This is an optimization exercise on Yosys and OpenROAD, whose aim is small area, not a production implementation.
Function was checked by simulation only, so behaviour that the tests miss may differ from the original.

==> flow/design.v, too long to show whole: its modules and the start of the top module <==
// module c_o22ai: 3 lines
// module c_a22oi: 3 lines
// module c_a222oi: 3 lines
// module c_nand2: 3 lines
// module c_nor2: 3 lines
// module c_inv: 3 lines
// module c_xor2: 3 lines
// module c_xnor2: 3 lines
// module c_fa: 4 lines
// module c_ha: 4 lines
// module leading_zero_cnt: 38 lines
// module fp32_converter: 31 lines
// module norm_shift: 177 lines
// module ge9: 17 lines
// module max9n: 12 lines
// module shift_dist: 17 lines
// module exp_max: 37 lines
// module csa_tree: 299 lines
// module popcount7: 13 lines
// module cpa51: 43 lines
// module align: 280 lines
// module fp_adder_tree: 72 lines
module fp_adder_tree #(
    parameter int unsigned N = 8
) (
    input clk,
    input rst_n,
    input            in_valid,
    input [32*N-1:0] fp_in,
    output           out_valid,
    output [31:0]    out
);
  // ...
==> flow/flow/run.sh <==
#!/bin/bash
# Standard layout, with one change: the port buffers that the standard flow
# puts on every input and output are buf_1 cells instead of the default.
set -euo pipefail
export BUFFER_PORTS_ARGS="-buffer_cell sky130_fd_sc_hd__buf_1"
bash standard.sh > standard.log 2>&1
==> flow/standard.sh <==
#!/bin/bash
# synth_recipe.tcl (not shown) runs the flow's synth.tcl, then flattens the netlist and writes it again
# the make line also repeats each setting of config.mk as NAME=value (left out here)
make -C /OpenROAD-flow-scripts/flow DESIGN_CONFIG=/design/flow/config.mk WORK_HOME=/design/flow/orfs CLKGATE_MAP_FILE= SYNTH_SCRIPT=/design/flow/synth_recipe.tcl "${@:-finish}"
==> flow/config.mk <==
export PLATFORM = sky130hd
export DESIGN_NAME = fp_adder_tree
export DESIGN_NICKNAME = fp_adder_tree
export VERILOG_FILES = /design/flow/design.v
export SDC_FILE = /design/flow/constraint.sdc
export NUM_CORES = 4
export LEC_CHECK = 0
export CAP_MARGIN = 20
export CORE_MARGIN = 2
export CORE_UTILIZATION = 40
export CTS_CLUSTER_DIAMETER = 100
export CTS_CLUSTER_SIZE = 30
export SLEW_MARGIN = 20
export SYNTH_HIERARCHICAL = 1
==> flow/constraint.sdc <==
create_clock -name core_clock -period 8.5 [get_ports {clk}]
set_input_delay 1.7000 -clock core_clock [delete_from_list [all_inputs] [get_ports {clk}]]
set_output_delay 1.7000 -clock core_clock [all_outputs]
set_load 0.01 [all_outputs]
==> impl_metrics.xml, run 1 <==
<?xml version="1.0" encoding="UTF-8"?>
<metrics>
  <group name="logic_synthesis">
    <metric name="syn_avg_cell_area" unit="um2">8.67</metric>
    <metric name="synth_cells" unit="">3933</metric>
  </group>
  <group name="sta">
    <metric name="final_hold_viol_count" unit="">0</metric>
    <metric name="timing.hold.ws" unit="ns">0.342</metric>
  </group>
  <group name="route">
    <metric name="wl_met1" unit="mm">55.8</metric>
    <metric name="met3_wirelength" unit="mm">9.16</metric>
    <metric name="detail_route.wirelength" unit="mm">129</metric>
  </group>
  <group name="worst_setup_path">
    <metric name="worst-setup-path-type" unit="">flip-flop to flip-flop</metric>
    <metric name="crit_path_frequent_cell" unit="">fa_1</metric>
    <metric name="rrSetupSlack" unit="ns">0.44</metric>
    <metric name="critical_path.cell_chain" unit="">inv_1, o22ai_1, o22ai_1, o22ai_1, o22ai_1, o22ai_1, o22ai_1, xor2_1, fa_1, fa_1, fa_1, fa_1, ha_1, nand4_1, inv_1, a221o_1, a22oi_2, a21oi_1, a21oi_1, inv_1, fa_1, fa_1, fa_1, xor2_1</metric>
    <metric name="timing.critical_path.required" unit="ns">8.98</metric>
    <metric name="worstReg2RegStart" unit="">rl_r[6]</metric>
  </group>
  <group name="layout">
    <metric name="nonClockInverterCount" unit="">180</metric>
    <metric name="clock_area_share" unit="%">1.80</metric>
    <metric name="multi_input_combinational_area_share" unit="%">69.3</metric>
    <metric name="seq_cell_count" unit="">326</metric>
    <metric name="top_library_cells_by_usage_in_the_layout_fill_and_taps_aside" unit="">1,233 x o22ai_1, 501 x nor2_1, 426 x xor2_1</metric>
    <metric name="seq_share" unit="%">16.8</metric>
    <metric name="layout-drive-gt1-share" unit="%">6.97</metric>
  </group>
  <group name="die">
    <metric name="n_tap_cell" unit="">1144</metric>
    <metric name="die-area" unit="um2">87600</metric>
  </group>
  <group name="clock_network">
    <metric name="cts_max_path_buffers" unit="">3</metric>
    <metric name="cts_sinks" unit="">326</metric>
    <metric name="tritoncts" unit="">built</metric>
  </group>
  <group name="status">
    <metric name="run_status" unit="">timing/DRC/antenna clean</metric>
  </group>
  <group name="global_route">
    <metric name="met3_usage" unit="%">4.47</metric>
  </group>
</metrics>
==> run 2: changes to the inputs <==
==> flow/flow/run.sh (replaced) <==
#!/bin/bash
# Standard layout, with two changes: the port buffers that the standard flow
# puts on every input and output are buf_1 cells instead of the default, and
# timing-driven global placement does not keep the buffers its timing
# estimate inserts (timing is repaired after clock tree synthesis instead).
set -euo pipefail
export BUFFER_PORTS_ARGS="-buffer_cell sky130_fd_sc_hd__buf_1"
export GPL_KEEP_OVERFLOW=0
bash standard.sh > standard.log 2>&1
==> run 2 against run 1 <==
Worst hold slack lost 0.0068 ns. Critical path depth grew 6. Register-to-register slack lost 0.08 ns. Clock skew grew 0.0075 ns. Area after synthesis is the same. Non-clock buffer count shrank 115. Global-route usage shrank 0.094 points. Critical path type is now input port to flip-flop. Cell area grew 0.89%. First-iteration DRC count grew 8.8%. Still clean.
==> impl_metrics.xml, run 2 <==
<?xml version="1.0" encoding="UTF-8"?>
<metrics>
  <group name="min_path">
    <metric name="holdCritPathClass" unit="">flip-flop to flip-flop</metric>
  </group>
  <group name="die">
    <metric name="die-area" unit="um2">87600</metric>
    <metric name="core_area" unit="um2">84700</metric>
    <metric name="die_height" unit="um">296</metric>
    <metric name="floorplan.initialDensity" unit="%">40.2</metric>
    <metric name="row_count" unit="">107</metric>
    <metric name="io-pin-count" unit="">292</metric>
    <metric name="die_x" unit="um">296</metric>
  </group>
  <group name="worst_setup_path">
    <metric name="cp.arrival" unit="ns">8.79</metric>
    <metric name="worst-setup-path-type" unit="">input port to flip-flop</metric>
    <metric name="crit_path_frequent_cell" unit="">fa_1</metric>
    <metric name="critPathLaunchType" unit="">input port</metric>
    <metric name="cp_slowest_cell" unit="">fa_1</metric>
    <metric name="timing.critical_path.required" unit="ns">9.01</metric>
    <metric name="timing.critical_path.to_type" unit="">flip-flop</metric>
    <metric name="critical_path_peak_fanout" unit="">7</metric>
    <metric name="max_stage_delay" unit="ns">0.50</metric>
  </group>
  <group name="global_route">
    <metric name="grt_pass1_vias" unit="">30058</metric>
    <metric name="antenna_found_initial" unit="">8</metric>
    <metric name="grt_max_degree" unit="">50</metric>
    <metric name="grt_pass1_wl" unit="mm">187</metric>
    <metric name="grt_overflow" unit="">0</metric>
    <metric name="grt_usage" unit="%">28.5</metric>
  </group>
  <group name="sta">
    <metric name="timing.final.ws_setup" unit="ns">0.218</metric>
    <metric name="fmaxAchievable" unit="MHz">121</metric>
    <metric name="timing.hold.ws" unit="ns">0.335</metric>
    <metric name="clock_skew" unit="ns">0.0330</metric>
    <metric name="timing_worst_slew_pin_value" unit="ns">1.12</metric>
    <metric name="totalNegativeSetupSlack" unit="ns">0</metric>
    <metric name="final_hold_viol_count" unit="">0</metric>
    <metric name="setup-violations-final" unit="">0</metric>
    <metric name="timing_max_transition_violations_final" unit="">0</metric>
    <metric name="timing.final.crit_period" unit="ns">8.28</metric>
    <metric name="slew_headroom" unit="%">24.5</metric>
    <metric name="period_utilisation_layout" unit="%">97.4</metric>
  </group>
  <group name="logic_synthesis">
    <metric name="synth_cells" unit="">3933</metric>
    <metric name="ys.warnings.count" unit="">12</metric>
    <metric name="syn_area" unit="um2">34100</metric>
    <metric name="syn-num-nets" unit="">4700</metric>
    <metric name="syn_avg_cell_area" unit="um2">8.67</metric>
  </group>
  <group name="layout">
    <metric name="finish.net_count" unit="">5081</metric>
    <metric name="post-route-cell-area" unit="um2">39200</metric>
    <metric name="commonest_non_fill_non_tap_cell_in_the_layout" unit="">o22ai_1</metric>
    <metric name="largest_reg_flops" unit="">192</metric>
    <metric name="layout-drive-gt1-share" unit="%">7.84</metric>
    <metric name="top_regs" unit="">m_r (192), t_r (51), rl_r (48)</metric>
    <metric name="max_flop_register" unit="">m_r</metric>
    <metric name="nFillCells" unit="">8426</metric>
    <metric name="layout-area-overhead-vs-synth" unit="%">14.9</metric>
    <metric name="final_cell_count_no_fill" unit="">5474</metric>
    <metric name="top_library_cells_by_usage_in_the_layout_fill_and_taps_aside" unit="">1,180 x o22ai_1, 501 x nor2_1, 426 x xor2_1</metric>
  </group>
  <group name="placement">
    <metric name="placedInstanceArea" unit="um2">37200</metric>
    <metric name="count_of_buffers_inserted_at_the_top_level_ports" unit="">291</metric>
    <metric name="placedCellCount" unit="">5381</metric>
    <metric name="detailedPlace.worstSlack" unit="ns">-1.58</metric>
    <metric name="gp_congestion" unit="">1.02</metric>
    <metric name="detailedPlacementHpwl" unit="mm">106</metric>
  </group>
  <group name="route">
    <metric name="ant_nets" unit="">0</metric>
    <metric name="iteration_count_of_the_initial_detailed_routing_pass" unit="">6</metric>
    <metric name="post_drt_via_cell_ratio" unit="">6.03</metric>
    <metric name="drc_violations_left" unit="">0</metric>
    <metric name="num_vias" unit="">32997</metric>
    <metric name="routed_wire_length_per_instance" unit="um">23.7</metric>
    <metric name="drt_iter0_drc" unit="">3520</metric>
    <metric name="detail_route.wirelength" unit="mm">130</metric>
  </group>
  <group name="clock_network">
    <metric name="cts_sinks" unit="">326</metric>
    <metric name="cts_buffers" unit="">18</metric>
    <metric name="root_buffer" unit="">clkbuf_16</metric>
    <metric name="h-tree-depth" unit="">1</metric>
    <metric name="cts_max_path_buffers" unit="">3</metric>
    <metric name="worst_setup_hold_path_clk_slew" unit="ns">0.10</metric>
    <metric name="tritoncts" unit="">built</metric>
    <metric name="clk-insertion-delay-late" unit="ns">0.58</metric>
  </group>
  <group name="status">
    <metric name="run_status" unit="">timing/DRC/antenna clean</metric>
  </group>
  <group name="run">
    <metric name="drv_cap" unit="">0</metric>
  </group>
</metrics>
==> run 2: per-stage QoR <==
step / utilization [%]
after global routing: 46.2
final: 46.2
after floorplan: -
after detailed placement: 43.9
after global placement: 43.1
after CTS: 45.1
==> run 2: worst paths after layout <==
kind,cells after the start,endpoint,slack (ns),startpoint
setup / recovery,30,keep_r[0],0.22,fp_in[91]
hold / removal,0,xn_r2[0],0.33,xn_r[0]
setup reg to reg,21,t_r[39],0.36,rl_r[15]
hold reg to reg,0,xn_r2[0],0.33,xn_r[0]
==> run 2: per-layer routing <==
| layer | track usage [%] | share of wire [%] |
|---|---|---|
| met5 | 0 | 0 |
| met4 | 12.7 | 5.2 |
| met3 | 4.74 | 8.3 |
| met2 | 44.7 | 44 |
| met1 | 38.6 | 42 |
==> run 2: worst max-delay path, delay by kind of cell <==
family	cells	cell delay (ns)
adders and majority gates	9	3.19
AOI/OAI and AO/OA	10	1.95
and+or+nand+nor	6	0.98
buffers and inverters	5	0.94
==> run 2: what timing repair did <==
action,in CTS,in global routing
hold buffers,0,0
setup buffers,11,38
resized for setup,42,134
pin swaps,6,37
cloned,1,4
setup endpoints to repair,30,55
==> run 2: cell type report <==
class / instances / area [um2] / share of cell area (%)
clock inverters: 8 / 135 / 0.345
diodes: 4 / 10.0 / 0.0256
inverters: 180 / 704 / 1.80
clock buffers: 24 / 524 / 1.34
repair inverters: 2 / 15.0 / 0.0383
multi-input cells: 3417 / 27700 / 70.8
repair buffers: 369 / 2050 / 5.24
well taps: 1144 / 1430 / 3.66
flip-flops and latches: 326 / 6580 / 16.8
==> run 3: changes to the inputs <==
==> flow/flow/run.sh (replaced) <==
#!/bin/bash
# Standard layout, with two changes: the port buffers that the standard flow
# puts on every input and output are buf_1 cells instead of the default, and
# clock tree synthesis adds no dummy loads at the leaves of the clock tree.
set -euo pipefail
export BUFFER_PORTS_ARGS="-buffer_cell sky130_fd_sc_hd__buf_1"
export CTS_ARGS="-sink_clustering_enable -repair_clock_nets -sink_clustering_size 30 -sink_clustering_max_diameter 100 -dont_use_dummy_load"
bash standard.sh > standard.log 2>&1
==> run 3 against run 2 <==
Still clean on timing, DRC and antenna. Clock skew is 0.015 ns higher. Worst setup slack improved by 0.22 ns. Register-to-register slack improved by 0.08 ns.
==> impl_metrics.xml, run 3 <==
<?xml version="1.0" encoding="UTF-8"?>
<metrics>
  <group name="die">
    <metric name="io-pin-count" unit="">292</metric>
    <metric name="floorplan.initialDensity" unit="%">40.2</metric>
    <metric name="die_x" unit="um">296</metric>
    <metric name="die_height" unit="um">296</metric>
    <metric name="die-area" unit="um2">87600</metric>
    <metric name="core_area" unit="um2">84700</metric>
    <metric name="row_count" unit="">107</metric>
  </group>
  <group name="clock_network">
    <metric name="tritoncts" unit="">built</metric>
    <metric name="h-tree-depth" unit="">1</metric>
    <metric name="clk-insertion-delay-late" unit="ns">0.58</metric>
    <metric name="cts_buffers" unit="">19</metric>
    <metric name="cts_max_path_buffers" unit="">3</metric>
    <metric name="root_buffer" unit="">clkbuf_16</metric>
    <metric name="worst_setup_hold_path_clk_slew" unit="ns">0.10</metric>
    <metric name="cts_sinks" unit="">326</metric>
    <metric name="hold_buffers" unit="">0</metric>
  </group>
  <group name="route">
    <metric name="ant_nets" unit="">0</metric>
    <metric name="iteration_count_of_the_initial_detailed_routing_pass" unit="">8</metric>
    <metric name="num_vias" unit="">32925</metric>
    <metric name="detail_route.wirelength" unit="mm">129</metric>
    <metric name="drt_iter0_drc" unit="">3214</metric>
    <metric name="post_drt_via_cell_ratio" unit="">5.91</metric>
    <metric name="drc_violations_left" unit="">0</metric>
    <metric name="routed_wire_length_per_instance" unit="um">23.1</metric>
  </group>
  <group name="placement">
    <metric name="gp_congestion" unit="">1.06</metric>
    <metric name="placedInstanceArea" unit="um2">38100</metric>
    <metric name="placedCellCount" unit="">5548</metric>
    <metric name="count_of_buffers_inserted_at_the_top_level_ports" unit="">291</metric>
    <metric name="detailedPlacementHpwl" unit="mm">109</metric>
  </group>
  <group name="layout">
    <metric name="final_cell_count_no_fill" unit="">5571</metric>
    <metric name="nFillCells" unit="">8550</metric>
    <metric name="finish.net_count" unit="">5192</metric>
    <metric name="top_library_cells_by_usage_in_the_layout_fill_and_taps_aside" unit="">1,233 x o22ai_1, 501 x nor2_1, 426 x xor2_1</metric>
    <metric name="layout-drive-gt1-share" unit="%">6.69</metric>
    <metric name="max_flop_register" unit="">m_r</metric>
    <metric name="post-route-cell-area" unit="um2">38600</metric>
    <metric name="layout-area-overhead-vs-synth" unit="%">13.2</metric>
    <metric name="top_regs" unit="">m_r (192), t_r (51), rl_r (48)</metric>
    <metric name="largest_reg_flops" unit="">192</metric>
    <metric name="commonest_non_fill_non_tap_cell_in_the_layout" unit="">o22ai_1</metric>
  </group>
  <group name="worst_setup_path">
    <metric name="rrSetupSlack" unit="ns">0.44</metric>
    <metric name="timing.critical_path.required" unit="ns">8.97</metric>
    <metric name="max_stage_delay" unit="ns">0.64</metric>
    <metric name="cp_slowest_cell" unit="">fa_1</metric>
    <metric name="regToRegEndpoint" unit="">t_r[35]</metric>
    <metric name="timing.critical_path.to_type" unit="">flip-flop</metric>
    <metric name="crit_path_capture" unit="">t_r[35]</metric>
    <metric name="cp.arrival" unit="ns">8.53</metric>
    <metric name="critical_path_peak_fanout" unit="">24</metric>
    <metric name="critPathLaunchType" unit="">flip-flop</metric>
    <metric name="crit_path_frequent_cell" unit="">fa_1</metric>
    <metric name="critical_path.cell_chain" unit="">inv_1, o22ai_1, o22ai_1, o22ai_1, o22ai_1, o22ai_1, o22ai_1, xor2_1, fa_1, fa_1, fa_1, fa_1, ha_1, nand4_1, inv_1, a221o_1, a22oi_2, a21oi_1, a21oi_1, inv_1, fa_1, fa_1, fa_1, xor2_1</metric>
    <metric name="timing.reg2reg.worst_path_depth" unit="">24</metric>
    <metric name="worst-setup-path-type" unit="">flip-flop to flip-flop</metric>
    <metric name="worstReg2RegStart" unit="">rl_r[6]</metric>
    <metric name="startpoint" unit="">rl_r[6]</metric>
  </group>
  <group name="logic_synthesis">
    <metric name="syn-num-nets" unit="">4700</metric>
    <metric name="ys.warnings.count" unit="">12</metric>
    <metric name="syn_area" unit="um2">34100</metric>
    <metric name="syn_avg_cell_area" unit="um2">8.67</metric>
    <metric name="synth_cells" unit="">3933</metric>
  </group>
  <group name="global_route">
    <metric name="grt_max_degree" unit="">52</metric>
    <metric name="grt_overflow" unit="">0</metric>
    <metric name="antenna_found_initial" unit="">5</metric>
    <metric name="grt_pass1_wl" unit="mm">187</metric>
    <metric name="grt_usage" unit="%">28.6</metric>
    <metric name="grt_pass1_vias" unit="">30120</metric>
  </group>
  <group name="sta">
    <metric name="slew_headroom" unit="%">31.1</metric>
    <metric name="period_utilisation_layout" unit="%">94.8</metric>
    <metric name="final_hold_viol_count" unit="">0</metric>
    <metric name="timing_worst_slew_pin_value" unit="ns">1.03</metric>
    <metric name="fmaxAchievable" unit="MHz">124</metric>
    <metric name="rsz0062_at_grt" unit="">no</metric>
    <metric name="timing.final.crit_period" unit="ns">8.06</metric>
    <metric name="totalNegativeSetupSlack" unit="ns">0</metric>
    <metric name="setup-violations-final" unit="">0</metric>
    <metric name="timing_max_transition_violations_final" unit="">0</metric>
    <metric name="clock_skew" unit="ns">0.0477</metric>
  </group>
  <group name="min_path">
    <metric name="holdCritPathClass" unit="">flip-flop to flip-flop</metric>
    <metric name="whs_path_depth" unit="">0</metric>
  </group>
  <group name="status">
    <metric name="run_status" unit="">timing/DRC/antenna clean</metric>
  </group>
  <group name="run">
    <metric name="drv_cap" unit="">0</metric>
  </group>
</metrics>
## run 3: timing repair
action,4_1_cts,5_1_grt
setup endpoints to repair,0,1
gates resized for setup,0,1
setup buffers,0,0
## run 3: cell type report
class,count,area [um2],share of cell area [%]
inverter,180,676,1.75
multi-input combinational,3414,26900,69.7
antenna,4,10.0,0.0259
sequential,326,6540,16.9
tap,1144,1430,3.71
timing repair buffer,484,2580,6.68
clock buffer,19,475,1.23
## run 3: how the worst min path moves through the flow
| stage | from | end | slack [ns] |
|---|---|---|---|
| floorplan | xn_r[0] | xn_r2[0] | 0.31 |
| global placement | xn_r[3] | xn_r2[3] | 0.31 |
| detailed placement | xn_r[3] | xn_r2[3] | 0.32 |
| CTS | xn_r[3] | xn_r2[3] | 0.34 |
| global route | xn_r[3] | xn_r2[3] | 0.36 |
| finish | xn_r[3] | xn_r2[3] | 0.34 |
## run 3: per-stage QoR
step | worst slack (ns) | hold WS, ns | utilization (%)
after floorplan | 0.0320 | 0.310 | -
after global placement | 0.119 | 0.314 | 45.0
after detailed placement | -0.103 | 0.317 | 45.0
after CTS | 0.405 | 0.342 | 45.5
after global routing | 0.0185 | 0.363 | 45.5
final | 0.441 | 0.342 | 45.5
## run 3: critical path, delay by kind of cell, from the launching register on
family / cells / cell delay [ns]
XOR/XNOR: 2 / 0.77
flip-flops: 1 / 0.41
buffers and inverters: 3 / 0.64
AO/OA/AOI/OAI: 10 / 2.21
AND/OR/NAND/NOR: 1 / 0.16
adder cells (fa/ha/maj): 8 / 3.73
## run 3: layer usage
metal | vias to the layer above | global-route usage (%) | wire length, um
met5 | - | 0 | 0
met4 | 0 | 13.4 | 6560
met3 | 172 | 4.38 | 9660
met2 | 1257 | 44.6 | 57200
met1 | 15565 | 38.9 | 55200
li1 | 15931 | - | -
==> run 4: changes to the inputs <==
--- a/flow/config.mk
+++ b/flow/config.mk
@@ -7,7 +7,7 @@
 export LEC_CHECK = 0
 export CAP_MARGIN = 20
 export CORE_MARGIN = 2
-export CORE_UTILIZATION = 40
+export CORE_UTILIZATION = 50
 export CTS_CLUSTER_DIAMETER = 100
 export CTS_CLUSTER_SIZE = 30
 export SLEW_MARGIN = 20
==> run 4 against run 3 <==
Critical endpoint is now keep_r[2]. Sequential cell count stayed put. Sequential share of layout area rose by 0.22 points. Register-to-register slack better by 0.11 ns. Non-clock buffer count shrank 12. Final cell count down 5.2%. Critical path depth rose by 8. First-iteration DRC count increased by 25%. Maximum frequency increased by 0.68%. Highest routed layer is now met5. Worst setup slack better by 0.054 ns. Clock skew up 0.018 ns.
==> impl_metrics.xml, run 4 <==
<?xml version="1.0" encoding="UTF-8"?>
<metrics>
  <group name="sta">
    <metric name="timing.hold.ws" unit="ns">0.342</metric>
    <metric name="totalNegativeSetupSlack" unit="ns">0</metric>
    <metric name="timing.final.crit_period" unit="ns">8.01</metric>
    <metric name="period_utilisation_layout" unit="%">94.2</metric>
    <metric name="fmaxAchievable" unit="MHz">125</metric>
    <metric name="timing_max_transition_violations_final" unit="">0</metric>
    <metric name="setup-violations-final" unit="">0</metric>
    <metric name="final_hold_viol_count" unit="">0</metric>
    <metric name="rsz0062_at_grt" unit="">no</metric>
    <metric name="clock_skew" unit="ns">0.0659</metric>
    <metric name="slew_headroom" unit="%">30.7</metric>
    <metric name="timing_worst_slew_pin_value" unit="ns">1.04</metric>
  </group>
  <group name="clock_network">
    <metric name="hold_buffers" unit="">0</metric>
    <metric name="root_buffer" unit="">clkbuf_16</metric>
    <metric name="cts_sinks" unit="">326</metric>
    <metric name="cts_buffers" unit="">18</metric>
    <metric name="worst_setup_hold_path_clk_slew" unit="ns">0.08</metric>
    <metric name="cts.repair.resized" unit="">0</metric>
    <metric name="clk-insertion-delay-late" unit="ns">0.56</metric>
    <metric name="h-tree-depth" unit="">1</metric>
    <metric name="cts_max_path_buffers" unit="">3</metric>
    <metric name="cts_setup_buffers" unit="">0</metric>
    <metric name="tritoncts" unit="">built</metric>
  </group>
  <group name="die">
    <metric name="die-area" unit="um2">70300</metric>
    <metric name="floorplan.initialDensity" unit="%">50.7</metric>
    <metric name="core_area" unit="um2">67300</metric>
    <metric name="row_count" unit="">95</metric>
    <metric name="io-pin-count" unit="">292</metric>
    <metric name="die_x" unit="um">265</metric>
    <metric name="die_height" unit="um">265</metric>
  </group>
  <group name="logic_synthesis">
    <metric name="synth_cells" unit="">3933</metric>
    <metric name="syn_avg_cell_area" unit="um2">8.67</metric>
    <metric name="syn_area" unit="um2">34100</metric>
    <metric name="ys.warnings.count" unit="">12</metric>
    <metric name="syn-num-nets" unit="">4700</metric>
  </group>
  <group name="layout">
    <metric name="layout-area-overhead-vs-synth" unit="%">11.8</metric>
    <metric name="largest_reg_flops" unit="">192</metric>
    <metric name="top_regs" unit="">m_r (192), t_r (51), rl_r (48)</metric>
    <metric name="top_library_cells_by_usage_in_the_layout_fill_and_taps_aside" unit="">1,233 x o22ai_1, 501 x nor2_1, 426 x xor2_1</metric>
    <metric name="layout.core_utilization" unit="%">56.6</metric>
    <metric name="final_cell_count_no_fill" unit="">5284</metric>
    <metric name="max_flop_register" unit="">m_r</metric>
    <metric name="finish.net_count" unit="">5179</metric>
    <metric name="commonest_non_fill_non_tap_cell_in_the_layout" unit="">o22ai_1</metric>
    <metric name="layout-drive-gt1-share" unit="%">6.42</metric>
  </group>
  <group name="worst_setup_path">
    <metric name="critPathLaunchType" unit="">input port</metric>
    <metric name="timing.reg2reg.worst_path_depth" unit="">25</metric>
    <metric name="timing.critical_path.to_type" unit="">flip-flop</metric>
    <metric name="critical_path_peak_fanout" unit="">9</metric>
    <metric name="cp_slowest_cell" unit="">fa_1</metric>
    <metric name="max_stage_delay" unit="ns">0.51</metric>
    <metric name="cp.arrival" unit="ns">8.47</metric>
    <metric name="worstReg2RegStart" unit="">rl_r[12]</metric>
    <metric name="timing.critical_path.required" unit="ns">8.97</metric>
    <metric name="rrSetupSlack" unit="ns">0.55</metric>
    <metric name="regToRegEndpoint" unit="">t_r[39]</metric>
    <metric name="worst-setup-path-type" unit="">input port to flip-flop</metric>
  </group>
  <group name="global_route">
    <metric name="grt_max_degree" unit="">52</metric>
    <metric name="grt_pass1_wl" unit="mm">189</metric>
    <metric name="antenna_found_initial" unit="">4</metric>
    <metric name="grt_usage" unit="%">35.5</metric>
    <metric name="grt_pass1_vias" unit="">31050</metric>
    <metric name="grt_overflow" unit="">0</metric>
  </group>
  <group name="status">
    <metric name="run_status" unit="">timing/DRC/antenna clean</metric>
  </group>
  <group name="placement">
    <metric name="count_of_buffers_inserted_at_the_top_level_ports" unit="">291</metric>
    <metric name="gp_congestion" unit="">1.08</metric>
    <metric name="detailedPlacementHpwl" unit="mm">108</metric>
    <metric name="placedCellCount" unit="">5265</metric>
  </group>
  <group name="route">
    <metric name="post_drt_via_cell_ratio" unit="">6.30</metric>
    <metric name="drc_violations_left" unit="">0</metric>
    <metric name="detail_route.wirelength" unit="mm">127</metric>
    <metric name="routed_wire_length_per_instance" unit="um">24.0</metric>
    <metric name="ant_nets" unit="">0</metric>
    <metric name="num_vias" unit="">33307</metric>
    <metric name="iteration_count_of_the_initial_detailed_routing_pass" unit="">6</metric>
    <metric name="drt_iter0_drc" unit="">4029</metric>
  </group>
  <group name="min_path">
    <metric name="whs_path_depth" unit="">0</metric>
    <metric name="worst_hold_startpoint" unit="">xn_r[2]</metric>
    <metric name="holdCritPathClass" unit="">flip-flop to flip-flop</metric>
    <metric name="hold_end" unit="">xn_r2[2]</metric>
  </group>
  <group name="run">
    <metric name="drv_cap" unit="">0</metric>
  </group>
</metrics>
==> run 4: how the worst max path moves through the flow <==
stage,slack (ns),cells past startpoint,startpoint,endpoint
4_1_cts,0.45,23,rl_r[13],t_r[39]
3_3_place_gp,0.11,32,fp_in[60],keep_r[2]
6_report,0.49,32,fp_in[62],keep_r[2]
3_5_place_dp,-0.04,32,fp_in[60],keep_r[6]
2_1_floorplan,0.03,30,fp_in[188],keep_r[0]
5_1_grt,0.08,32,fp_in[62],keep_r[6]
==> run 4: worst max-delay path, delay by kind of cell <==
kind,cells,cell delay [ns]
AOI/OAI and AO/OA,13,2.10
adders and majority gates,9,3.18
buffers and inverters,7,0.95
and+or+nand+nor,3,0.51
==> run 4: layout make-up <==
class	count	area, um2
Antenna cell	1	2.50
Clock buffer	18	450
Fill cell	6458	29200
Inverter	180	676
Multi-Input combinational cell	3414	26900
Sequential cell	326	6540
Tap cell	873	1090
Timing Repair Buffer	472	2460
==> run 4: layer usage <==
metal | global-route usage, % | wire length (um)
met2 | 56.5 | 57000
met5 | 0 | 11
met3 | 6.05 | 11000
met1 | 48.9 | 53700
met4 | 12.3 | 5340
==> run 4: through the flow <==
stage / area (um2) / worst slack [ns]
6_report: 38100 / 0.495
5_1_grt: 38100 / 0.0794
4_1_cts: 38100 / 0.455
3_5_place_dp: 37600 / -0.0362
3_3_place_gp: 37600 / 0.109
2_1_floorplan: 34100 / 0.0320
==> run 5: changes to the inputs <==
==> flow/flow/run.sh (replaced) <==
#!/bin/bash
# Standard layout, with two changes: the port buffers that the standard flow
# puts on every input and output are buf_1 cells instead of the default, and
# clock tree synthesis adds no dummy loads at the leaves of the clock tree.
set -euo pipefail
export BUFFER_PORTS_ARGS="-buffer_cell sky130_fd_sc_hd__buf_1"
export CTS_ARGS="-sink_clustering_enable -repair_clock_nets -sink_clustering_size 20 -sink_clustering_max_diameter 80 -sink_clustering_buffer sky130_fd_sc_hd__clkbuf_8 -dont_use_dummy_load"
bash standard.sh > standard.log 2>&1
--- a/flow/config.mk
+++ b/flow/config.mk
@@ -7,7 +7,7 @@
 export LEC_CHECK = 0
 export CAP_MARGIN = 20
 export CORE_MARGIN = 2
-export CORE_UTILIZATION = 50
+export CORE_UTILIZATION = 40
 export CTS_CLUSTER_DIAMETER = 100
 export CTS_CLUSTER_SIZE = 30
 export SLEW_MARGIN = 20
==> run 5 against run 4 <==
Critical endpoint is now out[30]. Synthesized cell count is the same. First-iteration DRC count down 16%. Sequential cell count stayed put. Via count down 0.74%. Wire length is 1.4% higher. Worst setup slack lost 0.051 ns. Global-route usage decreased by 6.8 points. Still clean on timing, DRC and antenna. Die area increased by 25%.
==> impl_metrics.xml, run 5 <==
<?xml version="1.0" encoding="UTF-8"?>
<metrics>
  <group name="min_path">
    <metric name="holdCritPathClass" unit="">flip-flop to flip-flop</metric>
  </group>
  <group name="layout">
    <metric name="final_cell_count_no_fill" unit="">5574</metric>
    <metric name="max_flop_register" unit="">m_r</metric>
    <metric name="largest_reg_flops" unit="">192</metric>
    <metric name="finish.net_count" unit="">5197</metric>
    <metric name="layout-drive-gt1-share" unit="%">6.80</metric>
    <metric name="nFillCells" unit="">8568</metric>
    <metric name="top_library_cells_by_usage_in_the_layout_fill_and_taps_aside" unit="">1,233 x o22ai_1, 501 x nor2_1, 426 x xor2_1</metric>
    <metric name="commonest_non_fill_non_tap_cell_in_the_layout" unit="">o22ai_1</metric>
    <metric name="top_regs" unit="">m_r (192), t_r (51), rl_r (48)</metric>
    <metric name="layout.core_utilization" unit="%">45.4</metric>
    <metric name="layout-area-overhead-vs-synth" unit="%">12.9</metric>
  </group>
  <group name="die">
    <metric name="die-area" unit="um2">87600</metric>
    <metric name="core_area" unit="um2">84700</metric>
    <metric name="row_count" unit="">107</metric>
    <metric name="io-pin-count" unit="">292</metric>
    <metric name="die_height" unit="um">296</metric>
    <metric name="die_x" unit="um">296</metric>
    <metric name="floorplan.initialDensity" unit="%">40.2</metric>
  </group>
  <group name="logic_synthesis">
    <metric name="ys.warnings.count" unit="">12</metric>
    <metric name="syn_area" unit="um2">34100</metric>
    <metric name="syn-num-nets" unit="">4700</metric>
    <metric name="syn_avg_cell_area" unit="um2">8.67</metric>
    <metric name="synth_cells" unit="">3933</metric>
  </group>
  <group name="placement">
    <metric name="placedCellCount" unit="">5548</metric>
    <metric name="detailedPlace.worstSlack" unit="ns">-0.103</metric>
    <metric name="detailedPlacementHpwl" unit="mm">109</metric>
    <metric name="gp_congestion" unit="">1.06</metric>
    <metric name="count_of_buffers_inserted_at_the_top_level_ports" unit="">291</metric>
  </group>
  <group name="route">
    <metric name="routed_wire_length_per_instance" unit="um">23.1</metric>
    <metric name="drc_violations_left" unit="">0</metric>
    <metric name="ant_nets" unit="">0</metric>
    <metric name="met3_wirelength" unit="mm">9.17</metric>
    <metric name="iteration_count_of_the_initial_detailed_routing_pass" unit="">8</metric>
    <metric name="wl_met1" unit="mm">55.6</metric>
    <metric name="met2RoutedLength" unit="mm">57.1</metric>
    <metric name="detail_route.wirelength" unit="mm">129</metric>
    <metric name="highest-signal-layer" unit="">met4</metric>
    <metric name="drt_iter0_drc" unit="">3377</metric>
    <metric name="num_vias" unit="">33060</metric>
    <metric name="post_drt_via_cell_ratio" unit="">5.93</metric>
  </group>
  <group name="worst_setup_path">
    <metric name="cp.arrival" unit="ns">6.36</metric>
    <metric name="critPathLaunchType" unit="">flip-flop</metric>
    <metric name="worst-setup-path-type" unit="">flip-flop to primary output</metric>
    <metric name="critical_path_peak_fanout" unit="">27</metric>
    <metric name="timing.critical_path.to_type" unit="">primary output</metric>
    <metric name="timing.critical_path.required" unit="ns">6.80</metric>
  </group>
  <group name="global_route">
    <metric name="grt_pass1_vias" unit="">30225</metric>
    <metric name="antenna_found_initial" unit="">5</metric>
    <metric name="grt_usage" unit="%">28.6</metric>
    <metric name="grt_overflow" unit="">0</metric>
    <metric name="grt_pass1_wl" unit="mm">188</metric>
    <metric name="grt_max_degree" unit="">52</metric>
  </group>
  <group name="clock_network">
    <metric name="cts_max_path_buffers" unit="">3</metric>
    <metric name="cts_setup_buffers" unit="">0</metric>
    <metric name="h-tree-depth" unit="">1</metric>
    <metric name="worst_setup_hold_path_clk_slew" unit="ns">0.10</metric>
    <metric name="cts_sinks" unit="">326</metric>
    <metric name="tritoncts" unit="">built</metric>
    <metric name="cts_buffers" unit="">24</metric>
    <metric name="hold_buffers" unit="">0</metric>
    <metric name="cts.repair.resized" unit="">0</metric>
    <metric name="clk-insertion-delay-late" unit="ns">0.56</metric>
    <metric name="root_buffer" unit="">clkbuf_16</metric>
  </group>
  <group name="sta">
    <metric name="rsz0062_at_grt" unit="">no</metric>
    <metric name="fmaxAchievable" unit="MHz">124</metric>
    <metric name="timing_max_transition_violations_final" unit="">0</metric>
    <metric name="period_utilisation_layout" unit="%">94.8</metric>
    <metric name="slew_headroom" unit="%">29.6</metric>
    <metric name="clock_skew" unit="ns">0.0626</metric>
    <metric name="timing.final.crit_period" unit="ns">8.06</metric>
    <metric name="final_hold_viol_count" unit="">0</metric>
    <metric name="setup-violations-final" unit="">0</metric>
    <metric name="timing.final.ws_setup" unit="ns">0.443</metric>
    <metric name="timing_worst_slew_pin_value" unit="ns">1.06</metric>
  </group>
  <group name="run">
    <metric name="drv_cap" unit="">0</metric>
  </group>
  <group name="status">
    <metric name="run_status" unit="">timing/DRC/antenna clean</metric>
  </group>
</metrics>
## run 5: per-layer routing
| layer | global-route usage [%] | up-vias |
|---|---|---|
| met5 | 0 | - |
| met4 | 14.1 | 0 |
| met3 | 4.24 | 199 |
| met2 | 44.6 | 1259 |
| met1 | 38.8 | 15672 |
| li1 | - | 15930 |
## run 5: worst paths after layout
| path | end | depth (start not counted) | slack [ns] | from |
|---|---|---|---|---|
| max | out[30] | 20 | 0.44 | t_r[5] |
| min | xn_r2[3] | 0 | 0.34 | xn_r[3] |
| max reg2reg | t_r[35] | 24 | 0.49 | rl_r[6] |
| min reg2reg | xn_r2[3] | 0 | 0.34 | xn_r[3] |
## run 5: critical path, stage by stage, from the launching register on
cell and delay, ns:
dfxtp_1 0.35, nor3_1 0.45, nand3_2 0.27, nor4b_2 0.41
a21oi_1 0.13, xor2_1 0.61, nor4_1 0.17, nand2_1 0.19
nor4_1 0.08, o311ai_0 0.79, a31oi_2 0.06, buf_4 0.26
inv_1 0.10, ha_1 0.23, ha_1 0.22, fa_1 0.48
a21o_1 0.20, a211oi_1 0.36, a211oi_1 0.09, nor3_1 0.19
buf_1 0.18
## run 5: final cells by class
| type | count | area [um2] | area share, % |
|---|---|---|---|
| Clock buffer | 24 | 364 | 0.946 |
| Tap cell | 1144 | 1430 | 3.72 |
| Inverter | 180 | 676 | 1.76 |
| Antenna cell | 2 | 5.00 | 0.0130 |
| Timing Repair Buffer | 484 | 2580 | 6.70 |
| Sequential cell | 326 | 6540 | 17.0 |
| Multi-Input combinational cell | 3414 | 26900 | 69.9 |
## run 5: through the flow
stage	instance area [um2]	hold WS, ns	TNS (ns)
after floorplan	34100	0.310	0
after global placement	38100	0.314	0
after detailed placement	38100	0.317	-0.635
after CTS	38500	0.341	0
after global routing	38500	0.362	0
final	38500	0.340	0
==> run 6: changes to the inputs <==
--- a/flow/config.mk
+++ b/flow/config.mk
@@ -7,7 +7,7 @@
 export LEC_CHECK = 0
 export CAP_MARGIN = 20
 export CORE_MARGIN = 2
-export CORE_UTILIZATION = 40
+export CORE_UTILIZATION = 50
 export CTS_CLUSTER_DIAMETER = 100
 export CTS_CLUSTER_SIZE = 30
 export SLEW_MARGIN = 20
==> run 6 against run 5 <==
Core utilization rose by 11 points. Cell area fell by 1.1%. Area after synthesis did not move. Worst hold slack improved by 0.0018 ns. Maximum frequency rose by 0.42%. First-iteration DRC count rose by 18%. Critical path type is now input port to flip-flop. Largest cell class unchanged.
==> impl_metrics.xml, run 6 <==
<?xml version="1.0" encoding="UTF-8"?>
<metrics>
  <group name="route">
    <metric name="num_vias" unit="">33371</metric>
    <metric name="drc_violations_left" unit="">0</metric>
    <metric name="routed_wire_length_per_instance" unit="um">24.1</metric>
    <metric name="detail_route.wirelength" unit="mm">127</metric>
    <metric name="ant_nets" unit="">0</metric>
    <metric name="drt_iter0_drc" unit="">3972</metric>
    <metric name="iteration_count_of_the_initial_detailed_routing_pass" unit="">6</metric>
    <metric name="post_drt_via_cell_ratio" unit="">6.31</metric>
  </group>
  <group name="layout">
    <metric name="post-route-cell-area" unit="um2">38100</metric>
    <metric name="layout-area-overhead-vs-synth" unit="%">11.7</metric>
    <metric name="largest_reg_flops" unit="">192</metric>
    <metric name="nFillCells" unit="">6468</metric>
    <metric name="final_cell_count_no_fill" unit="">5292</metric>
    <metric name="commonest_non_fill_non_tap_cell_in_the_layout" unit="">o22ai_1</metric>
    <metric name="max_flop_register" unit="">m_r</metric>
    <metric name="top_regs" unit="">m_r (192), t_r (51), rl_r (48)</metric>
    <metric name="layout-drive-gt1-share" unit="%">6.59</metric>
    <metric name="finish.net_count" unit="">5187</metric>
    <metric name="top_library_cells_by_usage_in_the_layout_fill_and_taps_aside" unit="">1,233 x o22ai_1, 501 x nor2_1, 426 x xor2_1</metric>
  </group>
  <group name="placement">
    <metric name="gp_congestion" unit="">1.08</metric>
    <metric name="placedCellCount" unit="">5265</metric>
    <metric name="count_of_buffers_inserted_at_the_top_level_ports" unit="">291</metric>
    <metric name="detailedPlacementHpwl" unit="mm">108</metric>
    <metric name="placedInstanceArea" unit="um2">37600</metric>
  </group>
  <group name="logic_synthesis">
    <metric name="synth_cells" unit="">3933</metric>
    <metric name="syn_area" unit="um2">34100</metric>
    <metric name="syn-num-nets" unit="">4700</metric>
    <metric name="ys.warnings.count" unit="">12</metric>
    <metric name="syn_avg_cell_area" unit="um2">8.67</metric>
  </group>
  <group name="worst_setup_path">
    <metric name="timing.critical_path.required" unit="ns">8.98</metric>
    <metric name="cp_slowest_cell" unit="">fa_1</metric>
    <metric name="cp.arrival" unit="ns">8.50</metric>
    <metric name="timing.critical_path.to_type" unit="">flip-flop</metric>
    <metric name="critical_path_peak_fanout" unit="">9</metric>
    <metric name="max_stage_delay" unit="ns">0.51</metric>
    <metric name="worst-setup-path-type" unit="">input port to flip-flop</metric>
    <metric name="critPathLaunchType" unit="">input port</metric>
  </group>
  <group name="sta">
    <metric name="final_hold_viol_count" unit="">0</metric>
    <metric name="setup-violations-final" unit="">0</metric>
    <metric name="slew_headroom" unit="%">31.0</metric>
    <metric name="period_utilisation_layout" unit="%">94.4</metric>
    <metric name="clock_skew" unit="ns">0.119</metric>
    <metric name="rsz0062_at_grt" unit="">no</metric>
    <metric name="timing_worst_slew_pin_value" unit="ns">1.03</metric>
    <metric name="fmaxAchievable" unit="MHz">125</metric>
    <metric name="timing.final.crit_period" unit="ns">8.02</metric>
    <metric name="timing_max_transition_violations_final" unit="">0</metric>
  </group>
  <group name="global_route">
    <metric name="grt_max_degree" unit="">52</metric>
    <metric name="antenna_found_initial" unit="">6</metric>
    <metric name="grt_usage" unit="%">35.5</metric>
    <metric name="grt_pass1_vias" unit="">31187</metric>
    <metric name="grt_pass1_wl" unit="mm">190</metric>
    <metric name="grt_overflow" unit="">0</metric>
  </group>
  <group name="clock_network">
    <metric name="cts.repair.resized" unit="">0</metric>
    <metric name="cts_buffers" unit="">26</metric>
    <metric name="tritoncts" unit="">built</metric>
    <metric name="h-tree-depth" unit="">1</metric>
    <metric name="worst_setup_hold_path_clk_slew" unit="ns">0.08</metric>
    <metric name="clk-insertion-delay-late" unit="ns">0.59</metric>
    <metric name="hold_buffers" unit="">0</metric>
    <metric name="cts_sinks" unit="">326</metric>
    <metric name="root_buffer" unit="">clkbuf_16</metric>
    <metric name="cts_setup_buffers" unit="">0</metric>
    <metric name="cts_max_path_buffers" unit="">3</metric>
  </group>
  <group name="min_path">
    <metric name="holdCritPathClass" unit="">flip-flop to flip-flop</metric>
  </group>
  <group name="status">
    <metric name="run_status" unit="">timing/DRC/antenna clean</metric>
  </group>
  <group name="die">
    <metric name="die_x" unit="um">265</metric>
    <metric name="floorplan.initialDensity" unit="%">50.7</metric>
    <metric name="row_count" unit="">95</metric>
    <metric name="die-area" unit="um2">70300</metric>
    <metric name="core_area" unit="um2">67300</metric>
    <metric name="die_height" unit="um">265</metric>
    <metric name="io-pin-count" unit="">292</metric>
  </group>
  <group name="run">
    <metric name="drv_cap" unit="">0</metric>
  </group>
</metrics>
[run 6: final cells by class]
class	count	area (um2)	share of cell area, %
Inverter	180	676	1.78
Sequential cell	326	6540	17.2
Clock buffer	26	392	1.03
Timing Repair Buffer	472	2460	6.47
Multi-Input combinational cell	3414	26900	70.7
Antenna cell	1	2.50	0.00658
Tap cell	873	1090	2.87
[run 6: per-stage QoR]
stage | hold slack, ns | util [%] | TNS (ns) | setup slack (ns)
floorplan | 0.310 | - | 0 | 0.0320
global placement | 0.317 | 56.0 | 0 | 0.109
detailed placement | 0.325 | 56.0 | -0.110 | -0.0362
CTS | 0.344 | 56.5 | 0 | 0.447
global route | 0.343 | 56.6 | 0 | 0.123
finish | 0.342 | 56.6 | 0 | 0.477
[run 6: worst paths after layout]
path | cells after the start | from | slack (ns) | end
hold reg to reg | 0 | xn_r[2] | 0.34 | xn_r2[2]
setup reg to reg | 25 | rl_r[12] | 0.55 | t_r[39]
hold / removal | 0 | xn_r[2] | 0.34 | xn_r2[2]
setup / recovery | 32 | fp_in[62] | 0.48 | keep_r[7]
[run 6: critical path, delay by kind of cell]
family	cells	cell delay [ns]
AOI/OAI and AO/OA	13	2.11
adders and majority gates	9	3.19
buffers and inverters	7	0.97
and+or+nand+nor	3	0.51
[run 6: metal layers]
layer | wire length (um) | track usage, % | vias to the layer above
li1 | - | - | 15904
met1 | 53900 | 48.4 | 15815
met2 | 56600 | 56.3 | 1442
met3 | 11100 | 6.69 | 208
met4 | 5750 | 13.3 | 2
met5 | 11 | 0 | -
==> run 7: changes to the inputs <==
==> flow/flow/run.sh (replaced) <==
#!/bin/bash
# Standard layout, with two changes: the port buffers that the standard flow
# puts on every input and output are buf_1 cells instead of the default, and
# clock tree synthesis clusters up to 20 sinks on a clkbuf_8 and adds no
# dummy loads at the leaves of the clock tree.
set -euo pipefail
export BUFFER_PORTS_ARGS="-buffer_cell sky130_fd_sc_hd__buf_1"
export CTS_ARGS="-sink_clustering_enable -repair_clock_nets -sink_clustering_size 20 -sink_clustering_max_diameter 80 -sink_clustering_buffer sky130_fd_sc_hd__clkbuf_8 -dont_use_dummy_load"
bash standard.sh > standard.log 2>&1
==> run 7 against run 6 <==
Critical path type unchanged. Register-to-register slack hardly changed. First-iteration DRC count unchanged.
==> impl_metrics.xml, run 7 <==
<?xml version="1.0" encoding="UTF-8"?>
<metrics>
  <group name="layout">
    <metric name="nFillCells" unit="">6468</metric>
    <metric name="max_flop_register" unit="">m_r</metric>
    <metric name="largest_reg_flops" unit="">192</metric>
    <metric name="top_regs" unit="">m_r (192), t_r (51), rl_r (48)</metric>
    <metric name="layout-drive-gt1-share" unit="%">6.59</metric>
    <metric name="post-route-cell-area" unit="um2">38100</metric>
    <metric name="commonest_non_fill_non_tap_cell_in_the_layout" unit="">o22ai_1</metric>
    <metric name="top_library_cells_by_usage_in_the_layout_fill_and_taps_aside" unit="">1,233 x o22ai_1, 501 x nor2_1, 426 x xor2_1</metric>
    <metric name="layout-area-overhead-vs-synth" unit="%">11.7</metric>
    <metric name="finish.net_count" unit="">5187</metric>
  </group>
  <group name="sta">
    <metric name="timing_max_transition_violations_final" unit="">0</metric>
    <metric name="setup-violations-final" unit="">0</metric>
    <metric name="period_utilisation_layout" unit="%">94.4</metric>
    <metric name="timing.final.crit_period" unit="ns">8.02</metric>
    <metric name="rsz0062_at_grt" unit="">no</metric>
    <metric name="slew_headroom" unit="%">31.0</metric>
    <metric name="timing.hold.ws" unit="ns">0.342</metric>
    <metric name="clock_skew" unit="ns">0.119</metric>
    <metric name="timing_worst_slew_pin_value" unit="ns">1.03</metric>
    <metric name="final_hold_viol_count" unit="">0</metric>
    <metric name="fmaxAchievable" unit="MHz">125</metric>
  </group>
  <group name="worst_setup_path">
    <metric name="timing.critical_path.to_type" unit="">flip-flop</metric>
    <metric name="timing.reg2reg.worst_path_depth" unit="">25</metric>
    <metric name="critPathLaunchType" unit="">input port</metric>
    <metric name="worstReg2RegStart" unit="">rl_r[12]</metric>
    <metric name="cp.arrival" unit="ns">8.50</metric>
    <metric name="regToRegEndpoint" unit="">t_r[39]</metric>
    <metric name="cp_slowest_cell" unit="">fa_1</metric>
    <metric name="worst-setup-path-type" unit="">input port to flip-flop</metric>
    <metric name="rrSetupSlack" unit="ns">0.55</metric>
    <metric name="timing.critical_path.required" unit="ns">8.98</metric>
    <metric name="max_stage_delay" unit="ns">0.51</metric>
    <metric name="critical_path_peak_fanout" unit="">9</metric>
  </group>
  <group name="global_route">
    <metric name="grt_pass1_wl" unit="mm">190</metric>
    <metric name="antenna_found_initial" unit="">6</metric>
    <metric name="grt_overflow" unit="">0</metric>
    <metric name="grt_usage" unit="%">35.5</metric>
    <metric name="grt_max_degree" unit="">52</metric>
    <metric name="grt_pass1_vias" unit="">31187</metric>
  </group>
  <group name="clock_network">
    <metric name="tritoncts" unit="">built</metric>
    <metric name="cts_buffers" unit="">26</metric>
    <metric name="clk-insertion-delay-late" unit="ns">0.59</metric>
    <metric name="worst_setup_hold_path_clk_slew" unit="ns">0.08</metric>
    <metric name="root_buffer" unit="">clkbuf_16</metric>
    <metric name="hold_buffers" unit="">0</metric>
    <metric name="cts_sinks" unit="">326</metric>
    <metric name="cts_max_path_buffers" unit="">3</metric>
    <metric name="h-tree-depth" unit="">1</metric>
  </group>
  <group name="min_path">
    <metric name="whs_path_depth" unit="">0</metric>
    <metric name="hold_end" unit="">xn_r2[2]</metric>
    <metric name="worst_hold_startpoint" unit="">xn_r[2]</metric>
    <metric name="holdCritPathClass" unit="">flip-flop to flip-flop</metric>
  </group>
  <group name="logic_synthesis">
    <metric name="ys.warnings.count" unit="">12</metric>
    <metric name="syn-num-nets" unit="">4700</metric>
    <metric name="synth_cells" unit="">3933</metric>
    <metric name="syn_avg_cell_area" unit="um2">8.67</metric>
    <metric name="syn_area" unit="um2">34100</metric>
  </group>
  <group name="route">
    <metric name="detail_route.wirelength" unit="mm">127</metric>
    <metric name="routed_wire_length_per_instance" unit="um">24.1</metric>
    <metric name="post_drt_via_cell_ratio" unit="">6.31</metric>
    <metric name="drc_violations_left" unit="">0</metric>
    <metric name="drt_iter0_drc" unit="">3972</metric>
    <metric name="iteration_count_of_the_initial_detailed_routing_pass" unit="">6</metric>
    <metric name="num_vias" unit="">33371</metric>
    <metric name="ant_nets" unit="">0</metric>
  </group>
  <group name="placement">
    <metric name="count_of_buffers_inserted_at_the_top_level_ports" unit="">291</metric>
    <metric name="gp_congestion" unit="">1.08</metric>
    <metric name="placedInstanceArea" unit="um2">37600</metric>
    <metric name="detailedPlacementHpwl" unit="mm">108</metric>
  </group>
  <group name="die">
    <metric name="floorplan.initialDensity" unit="%">50.7</metric>
    <metric name="io-pin-count" unit="">292</metric>
    <metric name="die_height" unit="um">265</metric>
    <metric name="row_count" unit="">95</metric>
    <metric name="core_area" unit="um2">67300</metric>
    <metric name="die-area" unit="um2">70300</metric>
    <metric name="die_x" unit="um">265</metric>
  </group>
  <group name="status">
    <metric name="run_status" unit="">timing/DRC/antenna clean</metric>
  </group>
  <group name="run">
    <metric name="drv_cap" unit="">0</metric>
  </group>
</metrics>
[run 7: timing repair]
item	4_1_cts	5_1_grt
setup buffers	0	0
resized for setup	0	1
setup endpoints to repair	0	4
[run 7: metal layers]
| metal | up-vias | global-route usage [%] | wire length [um] |
|---|---|---|---|
| li1 | 15904 | - | - |
| met1 | 15815 | 48.4 | 53900 |
| met2 | 1442 | 56.3 | 56600 |
| met3 | 208 | 6.69 | 11100 |
| met4 | 2 | 13.3 | 5750 |
| met5 | - | 0 | 11 |
[run 7: worst max-delay path by stage]
stage | startpoint | endpoint | cells after the start
floorplan | fp_in[188] | keep_r[0] | 30
global placement | fp_in[60] | keep_r[2] | 32
detailed placement | fp_in[60] | keep_r[6] | 32
CTS | rl_r[13] | t_r[39] | 23
global route | fp_in[62] | keep_r[7] | 32
finish | fp_in[62] | keep_r[7] | 32
[run 7: area by class of cell]
type                            instances  area [um2]  area share (%)
Antenna cell                            1        2.50         0.00658
Clock buffer                           26         392            1.03
Inverter                              180         676            1.78
Multi-Input combinational cell       3414       26900            70.7
Sequential cell                       326        6540            17.2
Tap cell                              873        1090            2.87
Timing Repair Buffer                  472        2460            6.47
[run 7: worst max-delay path, delay by kind of cell]
| kind | cells | cell delay, ns |
|---|---|---|
| adder cells (fa/ha/maj) | 9 | 3.19 |
| AO/OA/AOI/OAI | 13 | 2.11 |
| buffers and inverters | 7 | 0.97 |
| AND/OR/NAND/NOR | 3 | 0.51 |
[run 7: stage by stage]
stage	setup TNS, ns	setup slack [ns]	utilization, %	instances
after global placement	0	0.109	56.0	5265
after global routing	0	0.123	56.6	5292
final	0	0.477	56.6	5292
after detailed placement	-0.110	-0.0362	56.0	5265
after floorplan	0	0.0320	-	3933
after CTS	0	0.447	56.5	5291
==> module leading_zero_cnt, before the edit <==
module leading_zero_cnt (
    input  [49:0]      x,
    output logic [5:0] lz,
    output logic       zero
);
logic [63:0]      xp;
logic [15:0]      z4;
logic [15:0][1:0] c4;
logic [7:0]       z8;
logic [7:0][2:0]  c8;
logic [3:0]       z16;
logic [3:0][3:0]  c16;
logic [1:0]       z32;
logic [1:0][4:0]  c32;
always_comb begin
    xp = {x, 14'b0};
    for (int i = 0; i < 16; i++) begin
        logic [3:0] n;
        n = xp[4*i +: 4];
        z4[i] = ~|n;
        c4[i] = n[3] ? 2'd0 : n[2] ? 2'd1 : n[1] ? 2'd2 : 2'd3;
    end
    for (int i = 0; i < 8; i++) begin
        z8[i] = z4[2*i+1] & z4[2*i];
        c8[i] = z4[2*i+1] ? {1'b1, c4[2*i]} : {1'b0, c4[2*i+1]};
    end
    for (int i = 0; i < 4; i++) begin
        z16[i] = z8[2*i+1] & z8[2*i];
        c16[i] = z8[2*i+1] ? {1'b1, c8[2*i]} : {1'b0, c8[2*i+1]};
    end
    for (int i = 0; i < 2; i++) begin
        z32[i] = z16[2*i+1] & z16[2*i];
        c32[i] = z16[2*i+1] ? {1'b1, c16[2*i]} : {1'b0, c16[2*i+1]};
    end
    zero = z32[1] & z32[0];
    lz   = z32[1] ? {1'b1, c32[0]} : {1'b0, c32[1]};
end
endmodule
==> module fp32_converter, before the edit <==
module fp32_converter (
    input  [50:0] t,
    input  [7:0]  xn,
    input         allneg,
    output [31:0] fp32
);
logic        sign;
logic [49:0] nz;      
logic [49:0] a;       
logic [5:0]  lz;
logic        zero;
logic        big;
logic [7:0]  exp_out;
logic [22:0] frac;
assign sign = ~t[50];
logic [49:0] po;
always_comb begin
    po = {t[48:0], allneg};
    for (int st = 1; st < 50; st = st * 2)
        for (int i = 2*st - 1; i < 50; i += 2*st) po[i] = po[i] | po[i-st];
    for (int st = 16; st >= 1; st = st / 2)
        for (int i = 3*st - 1; i < 50; i += 2*st) po[i] = po[i] | po[i-st];
    nz = po;
end
assign a = t[49:0] ^ ({50{sign}} & nz);
leading_zero_cnt lzc_inst (.x(a), .lz(lz), .zero(zero));
assign big = lz[5] | (lz[4] & lz[3] & (lz[2] | (lz[1] & lz[0])));
norm_shift norm_inst (.a(a[48:0]), .lz(lz[4:0]), .big(big), .f(frac));
assign exp_out = zero ? ~xn - 8'd46 : ~xn + 8'd3 - {2'b00, lz};
assign fp32 = {allneg ? ~zero : sign, exp_out, frac};
endmodule
==> run 8: changes to the inputs <==
--- a/flow/design.v
+++ b/flow/design.v
@@ -31,9 +31,8 @@
 assign co = a & b;
 endmodule
 module leading_zero_cnt (
-    input  [49:0]      x,
-    output logic [5:0] lz,
-    output logic       zero
+    input  [49:1]      x,
+    output logic [5:0] lz
 );
 logic [63:0]      xp;
 logic [15:0]      z4;
@@ -45,7 +44,7 @@
 logic [1:0]       z32;
 logic [1:0][4:0]  c32;
 always_comb begin
-    xp = {x, 14'b0};
+    xp = {x, 1'b1, 14'b0};
     for (int i = 0; i < 16; i++) begin
         logic [3:0] n;
         n = xp[4*i +: 4];
@@ -64,8 +63,7 @@
         z32[i] = z16[2*i+1] & z16[2*i];
         c32[i] = z16[2*i+1] ? {1'b1, c16[2*i]} : {1'b0, c16[2*i+1]};
     end
-    zero = z32[1] & z32[0];
-    lz   = z32[1] ? {1'b1, c32[0]} : {1'b0, c32[1]};
+    lz = z32[1] ? {1'b1, c32[0]} : {1'b0, c32[1]};
 end
 endmodule
 module fp32_converter (
@@ -93,10 +91,11 @@
     nz = po;
 end
 assign a = t[49:0] ^ ({50{sign}} & nz);
-leading_zero_cnt lzc_inst (.x(a), .lz(lz), .zero(zero));
+leading_zero_cnt lzc_inst (.x(a[49:1]), .lz(lz));
+assign zero = (lz == 6'd49) & ~a[0];
 assign big = lz[5] | (lz[4] & lz[3] & (lz[2] | (lz[1] & lz[0])));
 norm_shift norm_inst (.a(a[48:0]), .lz(lz[4:0]), .big(big), .f(frac));
-assign exp_out = zero ? ~xn - 8'd46 : ~xn + 8'd3 - {2'b00, lz};
+assign exp_out = ~xn + 8'd3 - {2'b00, lz};
 assign fp32 = {allneg ? ~zero : sign, exp_out, frac};
 endmodule
 module norm_shift (
==> run 8 against run 7 <==
Clock-buffer cell count decreased by 2. Clock skew down 0.047 ns. Sequential share of layout area is 0.16 points higher. Wire length is essentially flat. First-iteration DRC count shrank 6.4%. Critical path type is now flip-flop to primary output. Critical endpoint is now out[30].
==> impl_metrics.xml, run 8 <==
<?xml version="1.0" encoding="UTF-8"?>
<metrics>
  <group name="route">
    <metric name="ant_nets" unit="">0</metric>
    <metric name="drt_iter0_drc" unit="">3718</metric>
    <metric name="post_drt_via_cell_ratio" unit="">6.35</metric>
    <metric name="drc_violations_left" unit="">0</metric>
    <metric name="iteration_count_of_the_initial_detailed_routing_pass" unit="">6</metric>
    <metric name="detail_route.wirelength" unit="mm">127</metric>
    <metric name="num_vias" unit="">33320</metric>
    <metric name="routed_wire_length_per_instance" unit="um">24.3</metric>
  </group>
  <group name="clock_network">
    <metric name="worst_setup_hold_path_clk_slew" unit="ns">0.12</metric>
    <metric name="cts_max_path_buffers" unit="">3</metric>
    <metric name="clk-insertion-delay-late" unit="ns">0.57</metric>
    <metric name="hold_buffers" unit="">0</metric>
    <metric name="cts.repair.resized" unit="">0</metric>
    <metric name="tritoncts" unit="">built</metric>
    <metric name="cts_buffers" unit="">24</metric>
    <metric name="root_buffer" unit="">clkbuf_16</metric>
    <metric name="h-tree-depth" unit="">1</metric>
  </group>
  <group name="sta">
    <metric name="timing.final.ws_setup" unit="ns">0.397</metric>
    <metric name="slew_headroom" unit="%">29.9</metric>
    <metric name="timing_max_transition_violations_final" unit="">0</metric>
    <metric name="timing_worst_slew_pin_value" unit="ns">1.05</metric>
    <metric name="timing.hold.ws" unit="ns">0.342</metric>
    <metric name="fmaxAchievable" unit="MHz">123</metric>
    <metric name="totalNegativeSetupSlack" unit="ns">0</metric>
    <metric name="rsz0062_at_grt" unit="">no</metric>
    <metric name="final_hold_viol_count" unit="">0</metric>
    <metric name="period_utilisation_layout" unit="%">95.3</metric>
    <metric name="timing.final.crit_period" unit="ns">8.10</metric>
    <metric name="setup-violations-final" unit="">0</metric>
  </group>
  <group name="worst_setup_path">
    <metric name="timing.critical_path.required" unit="ns">6.80</metric>
    <metric name="critPathLaunchType" unit="">flip-flop</metric>
    <metric name="critical_path_peak_fanout" unit="">5</metric>
    <metric name="timing.critical_path.to_type" unit="">primary output</metric>
    <metric name="critical_path.cell_chain" unit="">nor4_1, nand3_1, nor3_1, nor2_1, xnor2_1, nor4_1, a2111oi_0, nor3_1, a211oi_2, inv_1, ha_1, ha_1, fa_1, a21o_1, a21oi_1, o21bai_1, a21oi_1, xnor2_1, buf_1</metric>
    <metric name="cp.arrival" unit="ns">6.40</metric>
    <metric name="cp_num_buf_inv" unit="">2</metric>
    <metric name="kind_of_cell_adding_the_most_delay_to_the_critical_path" unit="">compound AO/OA/AOI/OAI gates</metric>
    <metric name="worst-setup-path-type" unit="">flip-flop to primary output</metric>
    <metric name="max_stage_delay" unit="ns">0.62</metric>
    <metric name="cp_slowest_cell" unit="">a2111oi_0</metric>
    <metric name="rrSetupSlack" unit="ns">0.54</metric>
  </group>
  <group name="logic_synthesis">
    <metric name="syn-num-nets" unit="">4659</metric>
    <metric name="syn_area" unit="um2">33800</metric>
    <metric name="ys.warnings.count" unit="">12</metric>
  </group>
  <group name="die">
    <metric name="io-pin-count" unit="">292</metric>
    <metric name="die-area" unit="um2">69700</metric>
    <metric name="floorplan.initialDensity" unit="%">50.4</metric>
    <metric name="die_x" unit="um">264</metric>
    <metric name="row_count" unit="">95</metric>
    <metric name="die_height" unit="um">264</metric>
    <metric name="core_area" unit="um2">67000</metric>
  </group>
  <group name="global_route">
    <metric name="antenna_found_initial" unit="">11</metric>
    <metric name="grt_pass1_vias" unit="">31037</metric>
    <metric name="grt_pass1_wl" unit="mm">188</metric>
    <metric name="grt_max_degree" unit="">49</metric>
    <metric name="grt_usage" unit="%">35.6</metric>
  </group>
  <group name="placement">
    <metric name="detailedPlace.worstSlack" unit="ns">0.00339</metric>
    <metric name="gp_congestion" unit="">1.08</metric>
    <metric name="count_of_buffers_inserted_at_the_top_level_ports" unit="">291</metric>
    <metric name="detailedPlacementHpwl" unit="mm">108</metric>
  </group>
  <group name="run">
    <metric name="drv_cap" unit="">0</metric>
  </group>
  <group name="layout">
    <metric name="layout-drive-gt1-share" unit="%">6.34</metric>
    <metric name="finish.net_count" unit="">5137</metric>
    <metric name="commonest_non_fill_non_tap_cell_in_the_layout" unit="">o22ai_1</metric>
    <metric name="top_regs" unit="">m_r (192), t_r (51), rl_r (48)</metric>
    <metric name="max_flop_register" unit="">m_r</metric>
    <metric name="largest_reg_flops" unit="">192</metric>
  </group>
  <group name="status">
    <metric name="run_status" unit="">timing/DRC/antenna clean</metric>
  </group>
  <group name="min_path">
    <metric name="holdCritPathClass" unit="">flip-flop to flip-flop</metric>
  </group>
</metrics>
-- run 8: worst paths after layout --
| check | start | endpoint | cells past startpoint |
|---|---|---|---|
| max | t_r[9] | out[30] | 19 |
| max reg2reg | rl_r[43] | t_r[27] | 22 |
| min reg2reg | xn_r[4] | xn_r2[4] | 0 |
| min | xn_r[4] | xn_r2[4] | 0 |
-- run 8: metrics by stage --
step	instance area, um2	instances	util [%]
detailed placement	37300	5218	55.6
global route	37700	5246	56.2
CTS	37700	5242	56.2
finish	37700	5248	56.2
global placement	37300	5218	55.6
floorplan	33800	3893	-
-- run 8: worst register-to-register path: stages, from the launching register on --
cell and delay, ns:
dfxtp_1 0.86, inv_1 0.56, o22ai_1 0.38, o22ai_1 0.15, o22ai_1 0.30, nand2_1 0.12, o22ai_1 0.54, xor2_1 0.32
fa_1 0.49, fa_1 0.43, fa_1 0.53, ha_1 0.34, a21oi_1 0.15, nor2b_1 0.08, o31ai_2 0.28, nand3b_1 0.18
a21o_1 0.24, a21oi_1 0.35, o21bai_1 0.15, fa_1 0.39, fa_1 0.39, fa_1 0.38, xor2_1 0.26
-- run 8: metal layers --
| layer | vias to the layer above | track usage (%) | routed length (um) |
|---|---|---|---|
| met2 | 1433 | 55.7 | 56300 |
| met1 | 15912 | 47.8 | 53600 |
| met3 | 251 | 7.13 | 10700 |
| met5 | - | 0 | 8 |
| met4 | 2 | 16.0 | 6820 |
| li1 | 15722 | - | - |
-- run 8: area by class of cell --
cell class                 instances  area [um2]
sequential                       326        6540
inverter                         173         649
timing repair buffer             461        2380
multi-input combinational       3385       26700
antenna                            6        15.0
clock buffer                      24         364
tap                              873        1090
fill                            6551       29300

[afterwards: timing with drivers on the ports]
The results above use ideal ports. As a check the final layouts listed here were re-extracted and re-timed, cells and wires unchanged.
Step 1 sets driving cells, clkbuf_16 on the clock port and buf_2 on the other inputs (assumed; they add their load-dependent delay and slew).
Step 2 moves the port delays by t, midway between the first and last clock arrival at a register: inputs arrive t later, outputs are due t later. That takes back most of the time a late clock gives input paths.
a / b / c = ideal ports / drivers / drivers and shift; a / b = the first two.
run | shift t [ns] | setup WS [ns] | worst register clock-pin slew, ns | worst data-port slew with drivers (ns) | cell pins on the clock port's net
run 1 | 0.648 | 0.438 / 0.411 / -0.021 | 0.11 / 0.11 | 0.09 | 1
run 2 | 0.631 | 0.218 / 0.261 / -0.371 | 0.11 / 0.11 | 0.10 | 1
run 3 | 0.625 | 0.441 / 0.386 / -0.013 | 0.11 / 0.11 | 0.09 | 1
run 4 | 0.596 | 0.495 / 0.543 / -0.053 | 0.11 / 0.11 | 0.08 | 1
run 5 | 0.603 | 0.443 / 0.374 / -0.073 | 0.12 / 0.12 | 0.09 | 1
run 6 | 0.592 | 0.477 / 0.522 / -0.070 | 0.11 / 0.11 | 0.08 | 1
run 7 | 0.592 | 0.477 / 0.522 / -0.070 | 0.11 / 0.11 | 0.08 | 1
run 8 | 0.598 | 0.397 / 0.331 / -0.053 | 0.12 / 0.12 | 0.09 | 1
With both steps, setup timing fails in every run listed, where it was met with ideal ports. The setup slack of run 2, which loses most, moves by +0.043 ns with the drivers and by -0.589 ns with both steps.
